From an optimization exercise on the open Yosys and OpenROAD flow, aimed at small area, a short achievable clock period and few clock cycles; shortcuts taken in it are not production practice.
Only simulation tests tie the RTL to the original design; equivalence was not proved.
No activity file was given, so power comes from the tool's default toggle rates.

`design/flow/config.mk`:
```
export PLATFORM = sky130hd
export DESIGN_NAME = cpu
export DESIGN_NICKNAME = cpu
export VERILOG_FILES = /design/flow/design.v
export SDC_FILE = /design/flow/constraint.sdc
export NUM_CORES = 4
export LEC_CHECK = 0
export CAP_MARGIN = 20
export CORE_MARGIN = 2
export CORE_UTILIZATION = 40
export PLACE_DENSITY = 0.6
export SLEW_MARGIN = 20
```
`design/flow/constraint.sdc`:
```
create_clock -name core_clock -period 16.0 [get_ports {clk}]
set_input_delay 3.2000 -clock core_clock [delete_from_list [all_inputs] [get_ports {clk}]]
set_output_delay 3.2000 -clock core_clock [all_outputs]
set_load 0.01 [all_outputs]
```
`design/flow/design.v`:
```
`timescale 1ns / 1ps
module cpu(
    input clk,
    input resetn,
    output inst_sram_en,
    output [3:0] inst_sram_wen,
    output [31:0] inst_sram_addr,
    output [31:0] inst_sram_wdata,
    input [31:0] inst_sram_rdata,
    output data_sram_en,
    output [3:0] data_sram_wen,
    output [31:0] data_sram_addr,
    output [31:0] data_sram_wdata,
    input [31:0] data_sram_rdata,
    output [31:0] debug_wb_pc,
    output [3:0] debug_wb_rf_wen,
    output [4:0] debug_wb_rf_wnum,
    output [31:0] debug_wb_rf_wdata
    );
    wire rst = ~resetn;
    reg  rstS;
    always @(posedge clk)
        rstS <= rst;
    wire        stallD, redirD, redirE, redirM, excTaken;
    wire [31:0] targetD, targetE, targetM;
    reg  [31:0] pcF;
    reg  [2:0]  pcFtop;      
    wire [31:0] pcNext = redirM ? targetM :
                         redirE ? targetE :
                         stallD ? pcF :
                         redirD ? targetD : {pcF[31:2] + 30'd1, pcF[1:0]};
    assign inst_sram_en    = 1'b1;
    assign inst_sram_wen   = 4'd0;
    assign inst_sram_addr  = {pcFtop, pcF[28:0]};
    assign inst_sram_wdata = 32'd0;
    always @(posedge clk) begin
        if (rst) begin
            pcF <= 32'd0;
            pcFtop <= 3'd0;
        end
        else begin
            pcF <= pcNext;
            pcFtop <= (pcNext[31:30] == 2'b10) ? 3'b000 : pcNext[31:29];
        end
    end
    reg  [31:0] pcT, bufT;
    reg         vT, heldT;
    wire [31:0] irT = heldT ? bufT : inst_sram_rdata;
    always @(posedge clk) begin
        if (rst || redirM || redirE) begin
            vT    <= 1'b0;
            heldT <= 1'b0;
        end
        else if (stallD) begin
            if (!heldT) begin
                bufT  <= inst_sram_rdata;
                heldT <= 1'b1;
            end
        end
        else begin
            vT    <= ~redirD;
            pcT   <= pcF;
            heldT <= 1'b0;
        end
    end
    reg  [31:0] irD, pcD;
    reg         vD;
    always @(posedge clk) begin
        if (rst || redirM)
            vD <= 1'b0;
        else if (!stallD) begin
            vD  <= vT & ~redirE;
            irD <= irT;
            pcD <= pcT;
        end
    end
    wire [5:0] op = irD[31:26];
    wire [5:0] fn = irD[5:0];
    wire [4:0] rs = irD[25:21];
    wire [4:0] rt = irD[20:16];
    wire [4:0] rd = irD[15:11];
    wire [15:0] imm = irD[15:0];
    wire rtype  = (op == 6'h00);
    wire i_sll  = rtype && fn == 6'h00;
    wire i_srl  = rtype && fn == 6'h02;
    wire i_sra  = rtype && fn == 6'h03;
    wire i_sllv = rtype && fn == 6'h04;
    wire i_srlv = rtype && fn == 6'h06;
    wire i_srav = rtype && fn == 6'h07;
    wire i_jr   = rtype && fn == 6'h08;
    wire i_jalr = rtype && fn == 6'h09;
    wire i_sys  = rtype && fn == 6'h0c;
    wire i_brk  = rtype && fn == 6'h0d;
    wire i_mfhi = rtype && fn == 6'h10;
    wire i_mthi = rtype && fn == 6'h11;
    wire i_mflo = rtype && fn == 6'h12;
    wire i_mtlo = rtype && fn == 6'h13;
    wire i_mult = rtype && fn == 6'h18;
    wire i_multu= rtype && fn == 6'h19;
    wire i_div  = rtype && fn == 6'h1a;
    wire i_divu = rtype && fn == 6'h1b;
    wire i_add  = rtype && fn == 6'h20;
    wire i_addu = rtype && fn == 6'h21;
    wire i_sub  = rtype && fn == 6'h22;
    wire i_subu = rtype && fn == 6'h23;
    wire i_and  = rtype && fn == 6'h24;
    wire i_or   = rtype && fn == 6'h25;
    wire i_xor  = rtype && fn == 6'h26;
    wire i_nor  = rtype && fn == 6'h27;
    wire i_slt  = rtype && fn == 6'h2a;
    wire i_sltu = rtype && fn == 6'h2b;
    wire regimm   = (op == 6'h01);
    wire i_bltz   = regimm && rt == 5'h00;
    wire i_bgez   = regimm && rt == 5'h01;
    wire i_bltzal = regimm && rt == 5'h10;
    wire i_bgezal = regimm && rt == 5'h11;
    wire i_j      = (op == 6'h02);
    wire i_jal    = (op == 6'h03);
    wire i_beq    = (op == 6'h04);
    wire i_bne    = (op == 6'h05);
    wire i_blez   = (op == 6'h06) && rt == 5'h00;
    wire i_bgtz   = (op == 6'h07) && rt == 5'h00;
    wire i_addi   = (op == 6'h08);
    wire i_addiu  = (op == 6'h09);
    wire i_slti   = (op == 6'h0a);
    wire i_sltiu  = (op == 6'h0b);
    wire i_andi   = (op == 6'h0c);
    wire i_ori    = (op == 6'h0d);
    wire i_xori   = (op == 6'h0e);
    wire i_lui    = (op == 6'h0f);
    wire cop0     = (op == 6'h10);
    wire i_mfc0   = cop0 && rs == 5'h00;
    wire i_mtc0   = cop0 && rs == 5'h04;
    wire i_eret   = cop0 && fn == 6'h18;
    wire i_lb     = (op == 6'h20);
    wire i_lh     = (op == 6'h21);
    wire i_lw     = (op == 6'h23);
    wire i_lbu    = (op == 6'h24);
    wire i_lhu    = (op == 6'h25);
    wire i_sb     = (op == 6'h28);
    wire i_sh     = (op == 6'h29);
    wire i_sw     = (op == 6'h2b);
    wire cal_r  = i_add | i_addu | i_sub | i_subu | i_and | i_or | i_xor | i_nor | i_slt | i_sltu;
    wire shiftv = i_sllv | i_srlv | i_srav;
    wire shifti = i_sll | i_srl | i_sra;
    wire cal_i  = i_addi | i_addiu | i_slti | i_sltiu | i_andi | i_ori | i_xori | i_lui;
    wire isBr   = i_beq | i_bne | i_bltz | i_bgez | i_bltzal | i_bgezal | i_blez | i_bgtz;
    wire isJ    = i_j | i_jal;
    wire isJr   = i_jr | i_jalr;
    wire isLd   = i_lb | i_lh | i_lw | i_lbu | i_lhu;
    wire isSt   = i_sb | i_sh | i_sw;
    wire isMd   = i_mult | i_multu | i_div | i_divu;
    wire isMdAny= isMd | i_mthi | i_mtlo | i_mfhi | i_mflo;
    wire link   = i_jal | i_jalr | i_bltzal | i_bgezal;
    wire ri     = ~(cal_r | shiftv | shifti | cal_i | isBr | isJ | isJr | isLd | isSt |
                    isMdAny | i_mfc0 | i_mtc0 | i_eret | i_sys | i_brk);
    wire wrRd  = cal_r | shiftv | shifti | i_mfhi | i_mflo | i_jalr;
    wire wrRt  = cal_i | isLd | i_mfc0;
    wire wr31  = i_jal | i_bltzal | i_bgezal;
    wire [4:0] dstD = wrRd ? rd : wrRt ? rt : wr31 ? 5'd31 : 5'd0;
    wire wenD  = (wrRd | wrRt | wr31) && dstD != 5'd0;
    wire useRs = cal_r | shiftv | cal_i | isLd | isSt | i_beq | i_bne | regimm | i_blez | i_bgtz |
                 isJr | isMd | i_mthi | i_mtlo;
    wire useRt = cal_r | shiftv | shifti | isSt | i_beq | i_bne | isMd | i_mtc0;
    wire useRsE = cal_r | shiftv | cal_i | isLd | isSt | i_beq | i_bne | i_bltz | i_bgez |
                  i_bltzal | i_bgezal | i_blez | i_bgtz | isJr | isMd | i_mthi | i_mtlo;
    wire useRtE = cal_r | shiftv | shifti | i_beq | i_bne | isMd;
    reg         vE, wenE, lateE;
    reg  [4:0]  dstE;
    reg         vM, wenM, lateM;
    reg  [4:0]  dstM;
    reg         vR, wenR;
    reg  [4:0]  dstR;
    reg         wenW;
    reg  [4:0]  dstW;
    reg  [31:0] resM, resR, resW;
    wire mE_rs = vE && wenE && dstE == rs;
    wire mM_rs = vM && wenM && dstM == rs;
    wire mR_rs = vR && wenR && dstR == rs;
    wire mW_rs = wenW && dstW == rs;
    wire mE_rt = vE && wenE && dstE == rt;
    wire mM_rt = vM && wenM && dstM == rt;
    wire mR_rt = vR && wenR && dstR == rt;
    wire mW_rt = wenW && dstW == rt;
    reg [31:0] rf [1:31];
    integer k;
    always @(posedge clk) begin
        for (k = 1; k < 32; k = k + 1)
            if (rstS)
                rf[k] <= 32'd0;
            else if (wenW && dstW == k)
                rf[k] <= resW;
    end
    wire [31:0] rfA = (rs == 5'd0) ? 32'd0 : rf[rs];
    wire [31:0] rfB = (rt == 5'd0) ? 32'd0 : rf[rt];
    wire [31:0] valA = mM_rs ? resM : mR_rs ? resR : mW_rs ? resW : rfA;
    wire [31:0] valB = mM_rt ? resM : mR_rt ? resR : mW_rt ? resW : rfB;
    reg  mdBusy;
    reg  mdMultiE;
    wire hazA = useRs && ((mE_rs && lateE) || (mM_rs && lateM));
    wire hazB = useRt && ((mE_rt && lateE) || (mM_rt && lateM));
    wire hazMd = isMdAny && (mdBusy || (vE && mdMultiE));
    assign stallD = vD && (hazA || hazB || hazMd) && !redirM;
    wire [31:0] brTarget = {pcT[31:2] + {{14{imm[15]}}, imm}, pcT[1:0]};
    wire [31:0] jTarget  = {pcT[31:28], irD[25:0], 2'b00};
    wire predT = isBr && imm[15];
    assign targetD = isJ ? jTarget : brTarget;
    assign redirD = vD && (isJ || predT);
    reg lastBJ;
    always @(posedge clk) begin
        if (rstS || redirM)
            lastBJ <= 1'b0;
        else if (vD && !stallD)
            lastBJ <= isBr | isJ | isJr;
    end
    wire [2:0] rselD = (i_slt | i_sltu | i_slti | i_sltiu) ? 3'd1 :
                       (i_and | i_or | i_xor | i_nor | i_andi | i_ori | i_xori | ri | i_sys | i_brk) ? 3'd2 :
                       (shiftv | shifti) ? 3'd3 :
                       (i_mfhi | i_mflo) ? 3'd4 :
                       link ? 3'd5 : 3'd0;
    wire [1:0] lopD = (i_or | i_ori) ? 2'd1 : (i_xor | i_xori) ? 2'd2 : i_nor ? 2'd3 : 2'd0;
    wire subD  = i_sub | i_subu | i_slt | i_sltu | i_slti | i_sltiu;
    wire unsD  = i_sltu | i_sltiu;
    wire useImmD = cal_i | isLd | isSt;
    wire sextD = ~(i_andi | i_ori | i_xori);
    wire [2:0] brcD = i_beq ? 3'd0 : i_bne ? 3'd1 : (i_bgez | i_bgezal) ? 3'd2 :
                      (i_bltz | i_bltzal) ? 3'd3 : i_bgtz ? 3'd4 : 3'd5;
    wire [1:0] sizeD = (i_sh | i_lh | i_lhu) ? 2'd1 : (i_sb | i_lb | i_lbu) ? 2'd2 : 2'd0;
    reg  [31:0] pcE, aE, bE, altE;
    reg  [15:0] immE;
    reg  [2:0]  rselE, brcE;
    reg  [1:0]  lopE, sizeE;
    reg         subE, unsE, useImmE, sextE, luiE, shVarE, shLeftE, shArE;
    reg         fwdMaE, fwdWaE, fwdMbE, fwdWbE;
    reg         brE, predE, jrE, ldE, stE, ldSignE, mfc0E, mtc0E, eretE;
    reg         ovE, feE, riE, sysE, brkE, bdE;
    reg         mdStartE, mdSgnE, mdDivE, mthiE, mtloE, hiSelE;
    reg  [4:0]  rsE, rtE;
    reg         uRsE, uRtE, uRt2E;
    always @(posedge clk) begin
        if (rst || redirM || stallD || !vD) begin
            vE <= 1'b0; wenE <= 1'b0; lateE <= 1'b0;
            brE <= 1'b0; jrE <= 1'b0; ldE <= 1'b0; stE <= 1'b0;
            mfc0E <= 1'b0; mtc0E <= 1'b0; eretE <= 1'b0;
            ovE <= 1'b0; feE <= 1'b0; riE <= 1'b0; sysE <= 1'b0; brkE <= 1'b0;
            mdStartE <= 1'b0; mdMultiE <= 1'b0; mthiE <= 1'b0; mtloE <= 1'b0;
        end
        else begin
            vE <= 1'b1; wenE <= wenD; lateE <= isLd | i_mfc0;
            brE <= isBr; jrE <= isJr; ldE <= isLd; stE <= isSt;
            mfc0E <= i_mfc0; mtc0E <= i_mtc0; eretE <= i_eret;
            ovE <= i_add | i_addi | i_sub; feE <= pcD[1:0] != 2'b00;
            riE <= ri; sysE <= i_sys; brkE <= i_brk;
            mdStartE <= isMd; mdMultiE <= isMd; mthiE <= i_mthi; mtloE <= i_mtlo;
        end
        begin
            pcE <= pcD;
            dstE <= dstD;
            aE <= valA;
            bE <= link ? pcF : valB;
            altE <= predT ? pcF : brTarget;
            immE <= imm;
            rselE <= rselD; lopE <= lopD; subE <= subD; unsE <= unsD;
            useImmE <= useImmD; sextE <= sextD; luiE <= i_lui;
            shVarE <= shiftv; shLeftE <= i_sll | i_sllv; shArE <= i_sra | i_srav;
            fwdMaE <= mE_rs; fwdWaE <= ~mE_rs & ~mM_rs & mR_rs;
            fwdMbE <= mE_rt & ~link; fwdWbE <= ~mE_rt & ~mM_rt & mR_rt & ~link;
            brcE <= brcD; predE <= predT;
            sizeE <= sizeD; ldSignE <= i_lb | i_lh;
            bdE <= lastBJ;
            mdSgnE <= i_mult | i_div; mdDivE <= i_div | i_divu; hiSelE <= i_mfhi;
            rsE <= rs; rtE <= rt; uRsE <= useRsE; uRtE <= useRtE; uRt2E <= isSt | i_mtc0;
        end
    end
    wire [31:0] fa = fwdMaE ? resM : fwdWaE ? resW : aE;
    wire [31:0] fb = fwdMbE ? resM : fwdWbE ? resW : bE;
    wire [31:0] immX = luiE ? {immE, 16'd0} : {{16{sextE & immE[15]}}, immE};
    wire [31:0] opB = useImmE ? immX : fb;
    wire [32:0] sum = {~unsE & fa[31], fa} + ({~unsE & opB[31], opB} ^ {33{subE}}) + {32'd0, subE};
    wire overflow = sum[32] ^ sum[31];
    wire [31:0] logicR = (lopE == 2'd0) ? (fa & opB) :
                         (lopE == 2'd1) ? (fa | opB) :
                         (lopE == 2'd2) ? (fa ^ opB) : ~(fa | opB);
    wire [4:0]  shamt = shVarE ? fa[4:0] : immE[10:6];
    wire [31:0] shIn;
    wire [31:0] shOut;
    genvar gi;
    generate
        for (gi = 0; gi < 32; gi = gi + 1) begin : g_rev
            assign shIn[gi] = shLeftE ? fb[31 - gi] : fb[gi];
        end
    endgenerate
    wire signed [32:0] shX = {shArE & fb[31], shIn};
    wire [32:0] shWide = shX >>> shamt;
    generate
        for (gi = 0; gi < 32; gi = gi + 1) begin : g_rev2
            assign shOut[gi] = shLeftE ? shWide[31 - gi] : shWide[gi];
        end
    endgenerate
    reg  [31:0] HI, LO;
    reg         negHI, negLO;
    wire [31:0] hlRaw = hiSelE ? HI : LO;
    wire        hlNeg = hiSelE ? negHI : negLO;
    wire [31:0] hlVal = hlNeg ? (32'd0 - hlRaw) : hlRaw;
    wire [31:0] resE = (rselE == 3'd1) ? {31'd0, sum[32]} :
                       (rselE == 3'd2) ? logicR :
                       (rselE == 3'd3) ? shOut :
                       (rselE == 3'd4) ? hlVal :
                       (rselE == 3'd5) ? bE : sum[31:0];
    wire eq   = (fa == fb);
    wire zero = (fa == 32'd0);
    wire neg  = fa[31];
    wire taken = (brcE == 3'd0) ? eq :
                 (brcE == 3'd1) ? ~eq :
                 (brcE == 3'd2) ? ~neg :
                 (brcE == 3'd3) ? neg :
                 (brcE == 3'd4) ? (~neg & ~zero) : (neg | zero);
    reg  [1:0] gDBP;
    reg        h1Ld, h1Mf, h1Gadj, h1Fire, h2Ld, pendFire;
    reg  [4:0] h1Dst, h2Dst;
    wire useH1a = (uRsE && rsE == h1Dst) || (uRtE && rtE == h1Dst);
    wire useH1b = useH1a || (uRt2E && rtE == h1Dst);
    wire useH2a = (uRsE && rsE == h2Dst) || (uRtE && rtE == h2Dst);
    wire gadj   = ~h1Fire & ~((h1Ld & useH1b) | (h1Mf & useH1a)) & ~(h1Gadj & h2Ld & useH2a);
    wire sUse   = vD && ((useRsE && rs == h1Dst) || (useRtE && rt == h1Dst));
    wire quirk  = brE & gadj & h1Ld & sUse;
    wire gPred  = gDBP[1];
    wire tEff   = taken & ~quirk;
    wire gFire  = quirk ? gPred : (gPred != taken);
    wire linkKill = quirk & (gPred != taken);
    always @(posedge clk) begin
        if (rstS || redirM) begin
            gDBP <= 2'b10;
            h1Ld <= 1'b0; h1Mf <= 1'b0; h2Ld <= 1'b0; h1Gadj <= 1'b0;
            h1Fire <= 1'b1; pendFire <= 1'b0;
        end
        else if (vE) begin
            h2Ld <= h1Ld; h2Dst <= h1Dst;
            h1Ld <= ldE & wenE; h1Mf <= mfc0E & wenE; h1Dst <= dstE; h1Gadj <= gadj;
            h1Fire <= brE ? quirk : pendFire;
            pendFire <= brE & gFire;
            if (brE) begin
                if (tEff && gDBP != 2'b11)
                    gDBP <= gDBP + 2'b01;
                else if (!tEff && gDBP != 2'b00)
                    gDBP <= gDBP - 2'b01;
            end
        end
    end
    assign redirE  = vE && ((brE && (tEff != predE)) || jrE);
    assign targetE = jrE ? fa : altE;
    wire [1:0] addrLo = sum[1:0];
    wire misal = (sizeE == 2'd0) ? (addrLo != 2'b00) : (sizeE == 2'd1) ? addrLo[0] : 1'b0;
    wire ovf   = ovE & overflow;
    wire adel  = ldE & misal;
    wire ades  = stE & misal;
    wire excBaseE = feE | riE | sysE | brkE;
    wire [3:0] beE = (sizeE == 2'd0) ? 4'b1111 :
                     (sizeE == 2'd1) ? (addrLo[1] ? 4'b1100 : 4'b0011) :
                     (4'b0001 << addrLo);
    wire [31:0] wdE = (sizeE == 2'd0) ? fb :
                      (sizeE == 2'd1) ? {fb[15:0], fb[15:0]} : {4{fb[7:0]}};
    reg  exl;
    reg  [32:0] mdM;         
    reg  [2:0]  accX;        
    reg         mbit, mdDiv, mdSgn, mdFirst, mdNegQ, mdNegR;
    reg  [5:0]  mdCnt;
    wire mdGo = vE && !redirM && !(feE && !exl);
    wire aZero = (fa == 32'd0);
    wire bZero = (fb == 32'd0);
    wire [31:0] absA = (mdSgnE & fa[31]) ? (32'd0 - fa) : fa;
    wire [31:0] absB = (mdSgnE & fb[31]) ? (32'd0 - fb) : fb;
    wire [32:0] dr = {HI, LO[31]};
    wire [33:0] dd = {1'b0, dr} - {2'b00, mdM[31:0]};
    wire        dq = ~dd[33];
    wire        divSmall = LO < mdM[31:0];
    wire [34:0] macc = {accX, HI};
    reg         mLast, bSel1, bSel2, bNeg;
    wire [2:0]  nbits = (mdCnt == 6'd15) ? {2'b00, LO[1] & ~mdSgn} : LO[3:1];
    wire [2:0]  sbits = {fb[1:0], 1'b0};
    wire [34:0] mM  = {{2{mdM[32]}}, mdM};
    wire [34:0] m2M = {mdM[32], mdM, 1'b0};
    wire        mNeg = bNeg;
    wire [34:0] mSel = bSel2 ? m2M : bSel1 ? mM : 35'd0;
    wire [34:0] mt = macc + (mSel ^ {35{mNeg}}) + {34'd0, mNeg};
    always @(posedge clk) begin
        if (rstS) begin
            HI <= 32'd0; LO <= 32'd0; negHI <= 1'b0; negLO <= 1'b0;
            mdBusy <= 1'b0;
        end
        else if (mdGo && mthiE) begin
            HI <= fa; negHI <= 1'b0;
        end
        else if (mdGo && mtloE) begin
            LO <= fa; negLO <= 1'b0;
        end
        else if (mdGo && mdStartE) begin
            negHI <= 1'b0; negLO <= 1'b0;
            mdCnt <= 6'd0; mdFirst <= 1'b1;
            mdDiv <= mdDivE; mdSgn <= mdSgnE;
            mdNegQ <= mdSgnE & (fa[31] ^ fb[31]);
            mdNegR <= mdSgnE & fa[31];
            if (mdDivE) begin
                if (bZero) begin
                    HI <= fa; LO <= 32'hffffffff;
                end
                else begin
                    HI <= 32'd0; LO <= absA; mdM <= {1'b0, absB};
                    mdBusy <= 1'b1;
                end
            end
            else begin
                if (aZero | bZero) begin
                    HI <= 32'd0; LO <= 32'd0;
                end
                else begin
                    HI <= 32'd0; accX <= 3'd0; LO <= fb; mbit <= 1'b0; mLast <= 1'b0;
                    bSel2 <= (sbits == 3'b011 || sbits == 3'b100);
                    bSel1 <= ~(sbits == 3'b011 || sbits == 3'b100 || sbits == 3'b000 || sbits == 3'b111);
                    bNeg  <= sbits[2] & ~(sbits[1] & sbits[0]);
                    mdM <= {mdSgnE & fa[31], fa};
                    mdBusy <= 1'b1;
                end
            end
        end
        else if (mdBusy) begin
            mdCnt <= mdCnt + 6'd1;
            mdFirst <= 1'b0;
            if (mdDiv) begin
                if (mdFirst && divSmall) begin
                    HI <= LO; LO <= 32'd0;
                    negHI <= mdNegR; negLO <= 1'b0;
                    mdBusy <= 1'b0;
                end
                else begin
                    HI <= dq ? dd[31:0] : dr[31:0];
                    LO <= {LO[30:0], dq};
                    if (mdCnt == 6'd31) begin
                        negHI <= mdNegR; negLO <= mdNegQ;
                        mdBusy <= 1'b0;
                    end
                end
            end
            else if (mLast) begin
                HI <= mt[31:0];
                mdBusy <= 1'b0;
            end
            else begin
                {accX, HI} <= {mt[34], mt[34], mt[34:2]};
                LO <= {mt[1:0], LO[31:2]};
                mbit <= LO[1];
                mLast <= (mdCnt == 6'd15);
                bSel2 <= (nbits == 3'b011 || nbits == 3'b100);
                bSel1 <= ~(nbits == 3'b011 || nbits == 3'b100 || nbits == 3'b000 || nbits == 3'b111);
                bNeg  <= nbits[2] & ~(nbits[1] & nbits[0]);
            end
        end
    end
    reg  [31:0] pcM, wdM;
    reg  [3:0]  beM;
    reg         ldM, stM, mfc0M, mtc0M, eretM, bdM, ldSignM;
    reg         excBaseM, ovfM, adelM, stFaultM, feM, riM, sysM, brkM;
    reg  [1:0]  sizeM;
    reg  [4:0]  cregM;
    reg  [3:0]  dwenM;       
    reg         denM;
    reg  [2:0]  daddrTopM;   
    wire exlNext = (mtc0M && cregM == 5'd12) ? wdM[1] : exl;
    always @(posedge clk) begin
        if (rst || redirM || !vE) begin
            dwenM <= 4'd0; denM <= 1'b0;
            vM <= 1'b0; wenM <= 1'b0; lateM <= 1'b0;
            ldM <= 1'b0; stM <= 1'b0; mfc0M <= 1'b0; mtc0M <= 1'b0; eretM <= 1'b0;
            excBaseM <= 1'b0; ovfM <= 1'b0; adelM <= 1'b0; stFaultM <= 1'b0;
        end
        else begin
            vM <= 1'b1; wenM <= wenE & ~linkKill; lateM <= lateE;
            dwenM <= (stE && !((feE | ades) && !exlNext)) ? beE : 4'd0;
            denM <= ldE | stE;
            ldM <= ldE; stM <= stE; mfc0M <= mfc0E; mtc0M <= mtc0E; eretM <= eretE;
            excBaseM <= excBaseE; ovfM <= ovf; adelM <= adel; stFaultM <= feE | ades;
        end
        pcM <= pcE; dstM <= dstE; resM <= resE; wdM <= wdE; beM <= beE;
        sizeM <= sizeE; ldSignM <= ldSignE; bdM <= bdE;
        feM <= feE; riM <= riE; sysM <= sysE; brkM <= brkE;
        cregM <= immE[15:11];
        daddrTopM <= (sum[31:30] == 2'b10) ? 3'b000 : sum[31:29];
    end
    assign excTaken = (excBaseM | ovfM | adelM | stFaultM) & ~exl;
    wire [4:0] codeM = feM ? 5'd4 : riM ? 5'd10 : ovfM ? 5'd12 : sysM ? 5'd8 :
                       brkM ? 5'd9 : adelM ? 5'd4 : 5'd5;
    assign redirM   = excTaken || eretM;
    assign data_sram_en    = denM;
    assign data_sram_wen   = dwenM;
    assign data_sram_addr  = {daddrTopM, resM[28:0]};
    assign data_sram_wdata = wdM;
    reg  [31:0] epc, badvaddr;
    reg  [32:0] count;
    reg  [7:0]  im;
    reg         ie, cbd;
    reg  [4:0]  exccode;
    assign targetM = excTaken ? 32'hBFC00380 : epc;
    wire [31:0] cp0rd = (cregM == 5'd14) ? epc :
                        (cregM == 5'd13) ? {cbd, 15'd0, 8'd0, 1'b0, exccode, 2'b00} :
                        (cregM == 5'd12) ? {9'd0, 1'b1, 6'd0, im, 6'd0, exl, ie} :
                        (cregM == 5'd9)  ? count[32:1] :
                        (cregM == 5'd8)  ? badvaddr : 32'd88488848;
    always @(posedge clk) begin
        if (rstS) begin
            epc <= 32'd0; badvaddr <= 32'd0; count <= 33'd0; im <= 8'd0;
            ie <= 1'b0; exl <= 1'b0; cbd <= 1'b0; exccode <= 5'd0;
        end
        else begin
            count <= count + 33'd1;
            if (excTaken) begin
                exl <= 1'b1;
                cbd <= bdM;
                epc <= bdM ? pcM - 32'd4 : pcM;
                exccode <= codeM;
                badvaddr <= resM;
            end
            else if (eretM) begin
                exl <= 1'b0;
                cbd <= 1'b0;
            end
            else if (mtc0M) begin
                if (cregM == 5'd9)
                    count <= {wdM, 1'b0};
                else if (cregM == 5'd12) begin
                    im <= wdM[15:8];
                    exl <= wdM[1];
                    ie <= wdM[0];
                end
                else if (cregM == 5'd14)
                    epc <= wdM;
            end
        end
    end
    reg  [31:0] pcR;
    reg         ldR, ldSignR;
    reg  [1:0]  sizeR;
    always @(posedge clk) begin
        if (rst || !vM) begin
            vR <= 1'b0; wenR <= 1'b0; ldR <= 1'b0;
        end
        else begin
            vR <= 1'b1; wenR <= wenM & ~excTaken; ldR <= ldM;
        end
        pcR <= pcM; dstR <= dstM; sizeR <= sizeM; ldSignR <= ldSignM;
        resR <= mfc0M ? cp0rd : resM;
    end
    wire [31:0] rdat = data_sram_rdata;
    wire [7:0]  ldByte = (resR[1:0] == 2'd0) ? rdat[7:0] : (resR[1:0] == 2'd1) ? rdat[15:8] :
                         (resR[1:0] == 2'd2) ? rdat[23:16] : rdat[31:24];
    wire [15:0] ldHalf = resR[1] ? rdat[31:16] : rdat[15:0];
    wire [31:0] ldVal = (sizeR == 2'd0) ? rdat :
                        (sizeR == 2'd1) ? {{16{ldSignR & ldHalf[15]}}, ldHalf} :
                                          {{24{ldSignR & ldByte[7]}}, ldByte};
    reg  [31:0] pcW;
    always @(posedge clk) begin
        if (rst || !vR)
            wenW <= 1'b0;
        else
            wenW <= wenR;
        pcW <= pcR; dstW <= dstR;
        resW <= ldR ? ldVal : resR;
    end
    assign debug_wb_pc       = pcW;
    assign debug_wb_rf_wen   = {4{wenW}};
    assign debug_wb_rf_wnum  = dstW;
    assign debug_wb_rf_wdata = resW;
endmodule
```
`design/flow/flow/run.sh`:
```
#!/bin/bash
# The standard layout (the standard.sh: same synthesis, floorplan, power grid,
# placement, CTS and routing), with timing repair asked to keep 11 ns of setup slack
# on the 16 ns clock so that the achieved period is shorter.
set -euo pipefail
bash standard.sh SETUP_SLACK_MARGIN=11 finish > standard_flow.log 2>&1
```
`design/flow/standard.sh`:
```
#!/bin/bash
# synth_recipe.tcl (not shown) runs the flow's synth.tcl, then flattens the netlist and writes it again
# the make line also repeats each setting of config.mk as NAME=value (left out here)
make -C /OpenROAD-flow-scripts/flow DESIGN_CONFIG=/design/flow/config.mk WORK_HOME=/design/flow/orfs CLKGATE_MAP_FILE= SYNTH_SCRIPT=/design/flow/synth_recipe.tcl "${@:-finish}"
```
==> impl_metrics.json, run 1 <==
{
  "status": "finished clean",
  "final_nets": 12902,
  "vias": 113213,
  "synth_async_sr_flop_share": 0,
  "initial_core_util": 0.403,
  "dpl_cell_area_um2": 107000,
  "rows": 184,
  "synthesis.area_um2": 102000,
  "synth_fa_ha_area_frac": 0.0291,
  "yosysSeqAreaShare": 0.392,
  "r2r_end": "bE[8]",
  "syn2layout_area_growth_pct": 14.7,
  "grt-ovfl-total": 0,
  "netlist.top_cell.by_area": "dfxtp_1",
  "drtAntennaViolNets": 0,
  "top_regs": "rf: 992 flops, count: 33 flops, mdM: 33 flops",
  "critPathArrivalTime_ns": 6.15,
  "num_io_pins": 277,
  "postSynth.topFlopCell": "dfxtp_1",
  "synth.avg_cell_area_um2": 7.89,
  "muxShareOfSynthArea": 0.0438,
  "vdd_drop_max_mv": 0.106,
  "period_share": 0.336,
  "crit_end": "bE[8]",
  "synthSimpleGateAreaFrac": 0.189,
  "top_register": "rf",
  "grt_antenna_before_repair": 72,
  "grt_use_total": 0.459,
  "worstSkewPairLatency_ns": 0.94,
  "cpPeakStageDelay_ns": 0.95,
  "cts_hold_buf": 0,
  "worst_setup_path_end_kind": "register",
  "drv_cap": 0,
  "synth_seq_cells": 1892,
  "cts_root_buffer": "clkbuf_16",
  "startpoint_type": "register",
  "synth_top_family_by_area": "compound AO/OA/AOI/OAI gates",
  "final_cell_mix": "2778 x nand2_1, 1615 x a21oi_1, 1584 x dfxtp_1",
  "nFillCells": 24492,
  "dp_hpwl_um": 391000,
  "power_frac_comb": 0.113,
  "ys_warn_count": 34,
  "dr.pass1.iters": 14,
  "p_int_uw": 8190,
  "stdcell_area_um2": 116000,
  "tns_ns": 0,
  "synth_edf_count": 187,
  "cts_buffers": 204,
  "wire_per_inst_um": 38.5,
  "reg2reg_from": "irD[16]",
  "power_density_nw_per_um2": 99.3,
  "ys_top_cells_by_area": "dfxtp_1 34%, nand2_1 10%, a21oi_1 8.0%, edfxtp_1 5.5%, a22oi_1 4.1%",
  "gp_congestion": 1.04,
  "ctsHtreeMaxLevel": 4,
  "r2r_setup_slack_ns": 10.63,
  "drc": 0,
  "largest_reg_flops": 992,
  "p_seq_frac": 0.437,
  "die_area_um2": 258000,
  "rsz0062_at_grt": "true",
  "cts_sinks": 1892,
  "path_clk_slew_ns": 0.07,
  "io_buffers": 239,
  "grt_max_degree": 222,
  "netlist_instances": 12868,
  "worstPathCellList": "nand2b_1 > nor2_4 > buf_4 > a22oi_1 > nand3_1 > nor3_1 > o21ai_0 > o221ai_1 > o21ai_0",
  "fin_crit_ns": 5.37,
  "final_common_cell": "nand2_1",
  "grt_pass1_wl_um": 834000,
  "cp-startpoint": "irD[16]",
  "p_leak_uw": 0.0413,
  "worstMarginPinSlew_ns": 1.35,
  "cts_tree": "built",
  "yosysUniqueCellTypes": 101,
  "skew_ns": 0.0887,
  "crit_required_ns": 16.77,
  "crit_fanout": 22,
  "wirelength_um": 623000,
  "relSlewSlack": 0.0938,
  "avgViaCountPerCell": 7.00,
  "synth-xor-area-share": 0.0383,
  "die-width_um": 508,
  "core_um2": 252000,
  "dieHeight_um": 508,
  "clkPwrFrac": 0.450,
  "grt_pass1_vias": 101659,
  "cp_num_buf_inv": 1,
  "multi_input_area_um2": 57600,
  "r2r_cells": 9,
  "drv_slew": 0,
  "drtIter0Drc": 24616,
  "drive_gt1_frac": 0.108,
  "cp.depth": 9,
  "synth_top_area_share": 0.336,
  "crit_path_top_delay_cell": "o21ai_0",
  "cp_top_family": "simple AND/OR/NAND/NOR gates",
  "crit_top_cell": "o21ai_0",
  "sw_frac_of_total": 0.292,
  "regArea_um2": 40100,
  "critPathKind": "register to register",
  "clk_path_buf_depth": 3,
  "setup_viol": 0,
  "hold_violations": 0,
  "max_freq_mhz": 186,
  "synth_compound_area_frac": 0.251,
  "min_path_type": "register to register",
  "p_sw_uw": 3380
}
[Yosys cell counts, types with 56 or more instances]
cell	instances
nand2_1	2805
dfxtp_1	1705
a21oi_1	1619
clkbuf_1	972
nor2_1	714
a22oi_1	551
o21ai_0	545
xnor2_1	257
a221oi_1	233
mux2i_1	232
ha_1	230
nand3_1	218
nor3_1	205
inv_1	201
a22o_1	187
edfxtp_1	187
xor2_1	184
nand4_1	174
mux2_2	118
a211oi_1	110
buf_4	110
nor2b_1	82
a21o_1	78
a222oi_1	78
buf_1	68
o211ai_1	68
o21a_1	65
nor4_1	61
and3_1	59
o221ai_1	56
[stage by stage]
stage	total power (µW)	hold slack (ns)	setup slack (ns)	cells	util
after floorplan	5660	0.310	10.70	12903	-
after global placement	6280	0.311	9.74	15637	0.425
after detailed placement	6280	0.312	9.71	15638	0.425
after CTS	11400	0.290	10.99	16081	0.459
after global routing	11700	0.292	10.88	16133	0.462
final	11600	0.300	10.63	16173	0.462
[power by group through the flow]
stage	clock network (µW)	logic, µW	registers [µW]
after global routing	5370	1300	5050
after global placement	0	1090	5190
final	5210	1300	5060
after floorplan	0	600	5060
after detailed placement	0	1080	5190
after CTS	5180	1200	5050
[worst min-delay path by stage]
stage	from	to	slack (ns)	depth (start not counted)
5_1_grt	sizeM[0]	sizeR[0]	0.29	0
3_5_place_dp	pcE[11]	pcM[11]	0.31	0
4_1_cts	sizeM[0]	sizeR[0]	0.29	0
6_report	sizeM[0]	sizeR[0]	0.30	0
2_1_floorplan	bdE	bdM	0.31	0
3_3_place_gp	pcE[28]	pcM[28]	0.31	0
[routing by layer]
layer | vias to the layer above | GRT usage | part of all wire
met5 | - | 0.0187 | 0.0016
met1 | 53558 | 0.545 | 0.35
met2 | 10715 | 0.642 | 0.40
met4 | 56 | 0.373 | 0.10
li1 | 45361 | - | -
met3 | 3523 | 0.193 | 0.15
[layout make-up]
cell class	instances	area share
multi-input cells	9609	0.494
inverters	214	0.00703
clock inverters	102	0.0122
flip-flops and latches	1892	0.344
diodes	49	0.00105
repair buffers	681	0.0545
well taps	3348	0.0360
clock buffers	278	0.0507
[cells by family (layout without fill, tap and decap cells)]
family | after synthesis | count (layout)
adders and majority gates | 234 | 234
muxes | 387 | 387
buffers and inverters | 1404 | 1275
and+or+nand+nor | 4534 | 4535
AOI/OAI and AO/OA | 3973 | 3974
DFF | 1892 | 1892
other | 2 | 86
xor gates and xnor gates | 442 | 442
[timing repair]
action                                  4_1_cts  5_1_grt
gates cloned                                  9        1
endpoints found under the setup margin      346      190
gates resized for setup                     566       57
pin swaps                                     8        6
endpoints found under the hold margin         0        0
setup buffers                                54       39
Testbench counts, summed over its fixed seeds: cycles 25,965.
==> inputs of run 2 (changes only) <==
==> design/flow/run.sh (new file) <==
#!/bin/bash
# synth_recipe.tcl (not shown) runs the flow's synth.tcl, then flattens the netlist and writes it again
# the make line also repeats each setting of config.mk as NAME=value (left out here)
make -C /OpenROAD-flow-scripts/flow DESIGN_CONFIG=/design/flow/config.mk WORK_HOME=/design/flow/orfs CLKGATE_MAP_FILE= SYNTH_SCRIPT=/design/flow/synth_recipe.tcl finish
removed: design/flow/flow/run.sh
removed: design/flow/standard.sh
==> impl_metrics.json, run 2 <==
{
  "status": "finished clean",
  "core_um2": 252000,
  "drtIter0Drc": 24296,
  "power_frac_comb": 0.102,
  "regArea_um2": 39800,
  "fin_crit_ns": 6.40,
  "rsz0062_at_grt": "false",
  "drive_gt1_frac": 0.0871,
  "ys_top_cells_by_area": "dfxtp_1 34%, nand2_1 10%, a21oi_1 8.0%, edfxtp_1 5.5%, a22oi_1 4.1%",
  "synthesis.area_um2": 102000,
  "netlist_instances": 12868,
  "worst_setup_path_end_kind": "register",
  "dieHeight_um": 508,
  "cts_root_buffer": "clkbuf_16",
  "synth_async_sr_flop_share": 0,
  "drc": 0,
  "total_power_uw": 11500,
  "crit_fanout": 61,
  "initial_core_util": 0.403,
  "die_area_um2": 258000,
  "p_sw_uw": 3300,
  "relSlewSlack": 0.0561,
  "synth_seq_cells": 1892,
  "yosysUniqueCellTypes": 101,
  "ctsResizeCount": 0,
  "p_int_uw": 8200,
  "fin_util": 0.455,
  "worstSkewPairLatency_ns": 0.96,
  "multi_input_area_um2": 57200,
  "final_cell_mix": "2782 x nand2_1, 1684 x dfxtp_1, 1618 x a21oi_1",
  "p_leak_uw": 0.0400,
  "wire_per_inst_um": 37.2,
  "synth_common_cells": "2805 x nand2_1, 1705 x dfxtp_1, 1619 x a21oi_1",
  "cts_buffers": 205,
  "ys_warn_count": 34,
  "drv_cap": 0,
  "pre_cts_slack_ns": 9.60,
  "num_io_pins": 277,
  "cts_sinks": 1892,
  "vdd_drop_max_mv": 0.121,
  "critPathArrivalTime_ns": 7.02,
  "dr.pass1.iters": 14,
  "max_freq_mhz": 156,
  "vias": 112237,
  "clk_path_buf_depth": 3,
  "nFillCells": 24646,
  "io_buffers": 239,
  "ctsHtreeMaxLevel": 4,
  "layout_setup_ws_ns": 9.60,
  "synth_top_area_share": 0.336,
  "gp_congestion": 1.06,
  "p_seq_frac": 0.442,
  "sw_frac_of_total": 0.287,
  "period_share": 0.400,
  "synth_edf_count": 187,
  "clkPwrFrac": 0.456,
  "skew_ns": 0.112,
  "synth.most_common_cell": "nand2_1",
  "final_nets": 12819,
  "cts_hold_buf": 0,
  "postSynth.topFlopCell": "dfxtp_1",
  "final_common_cell": "nand2_1",
  "grt_antenna_before_repair": 60,
  "top_regs": "rf: 992 flops, count: 33 flops, mdM: 33 flops",
  "syn2layout_area_growth_pct": 13.0,
  "tns_ns": 0,
  "grt_pass1_vias": 101154,
  "cts_tree": "built",
  "min_path_type": "register to register",
  "power_density_nw_per_um2": 100,
  "setup_viol": 0,
  "worstMarginPinSlew_ns": 1.41,
  "die-width_um": 508,
  "startpoint_type": "register",
  "grt_max_degree": 181,
  "grt_use_total": 0.440,
  "critPathKind": "register to register",
  "grt-ovfl-total": 0,
  "wirelength_um": 598000,
  "path_clk_slew_ns": 0.06,
  "dp_hpwl_um": 381000,
  "synth.avg_cell_area_um2": 7.89,
  "grt_pass1_wl_um": 804000,
  "drtAntennaViolNets": 0,
  "drv_slew": 0,
  "top_register": "rf",
  "post_cts_buffers": 0,
  "rows": 184,
  "largest_reg_flops": 992,
  "yosysSeqAreaShare": 0.392,
  "netlist.top_cell.by_area": "dfxtp_1",
  "avgViaCountPerCell": 6.98,
  "crit_required_ns": 16.62,
  "hold_violations": 0
}
## run 2: cell counts after synthesis
Identical to the previous run, type by type.
## run 2: area by class of cell
cell class,instances,area share
multi-input cells,9607,0.499
flip-flops and latches,1892,0.347
clock buffers,287,0.0521
repair buffers,599,0.0448
well taps,3348,0.0365
clock inverters,92,0.0125
inverters,214,0.00700
diodes,46,0.00100
## run 2: power by group through the flow
| stage | sequential, µW | combinational [µW] | clock, µW |
|---|---|---|---|
| after floorplan | 5060 | 599 | 0 |
| after global placement | 5170 | 1090 | 0 |
| after detailed placement | 5170 | 1090 | 0 |
| after CTS | 5070 | 1100 | 5220 |
| after global routing | 5080 | 1170 | 5400 |
| final | 5080 | 1170 | 5250 |
## run 2: cells by family after synthesis
kind of cell,synth area share
fa+ha+maj,0.0291
buf+inv,0.0575
flops,0.392
compound gates,0.251
simple gates,0.189
mux,0.0438
xor+xnor,0.0383
other cells,0.0000740
## run 2: per-stage QoR
stage,hold slack [ns],cell area [µm²],instances
after floorplan,0.310,102000,12903
after global placement,0.310,107000,15654
after detailed placement,0.312,107000,15656
after CTS,0.316,114000,16035
after global routing,0.326,115000,16047
final,0.324,115000,16085
## run 2: worst paths after layout
path	startpoint	depth (start not counted)	endpoint	slack (ns)
hold / removal	pcE[12]	0	pcM[12]	0.32
setup reg to reg	fwdWaE	16	pcT[29]	9.60
hold reg to reg	pcE[12]	0	pcM[12]	0.32
setup / recovery	fwdWaE	16	pcT[29]	9.60
## run 2: metal layers
metal	wire, µm	up-vias	global-route usage
met5	642	-	0.0161
met4	63900	43	0.367
met3	88400	3458	0.181
met2	236000	10631	0.614
met1	209000	52972	0.523
li1	-	45133	-
## run 2: worst max-delay path: stages, from the launching register on
cell and delay, ns:
dfxtp_2 0.33, buf_4 0.51, mux2i_1 0.19, o21ai_2 0.15
buf_4 0.28, inv_1 0.13, ha_1 0.26, and4_1 0.19
and3_1 0.28, a311oi_1 1.00, o21ai_0 0.27, o211a_1 0.21
and2_1 0.27, a221oi_4 0.26, buf_4 0.61, and2_1 0.68
buf_4 0.39

==> afterwards: timing with drivers on the ports <==
The results above use ideal ports. As a check the final layouts listed here were re-extracted and re-timed, cells and wires unchanged. Step 1: set_driving_cell puts a clkbuf_16 on clk and a buf_2 on each other input, an assumption about the parent block. Step 2, shift: input delay + t, output delay - t, t = (earliest + latest rising clock arrival at the registers) / 2. This alone moves slack from input paths to output paths. Three values: ideal ports, drivers, drivers and shift; two values: the first two.
| run | t (ns) | setup WS [ns] | worst register clock-pin slew, ns |
|---|---|---|---|
| run 1 | 0.998 | 10.628 / 10.628 / 10.035 | 0.07 / 0.07 |
| run 2 | 0.998 | 9.600 / 9.600 / 9.420 | 0.07 / 0.07 |
After both steps setup and hold are still met in every run listed. The setup slack of run 1, which loses most, moves by 0.000 ns with the drivers and by -0.593 ns with both steps.
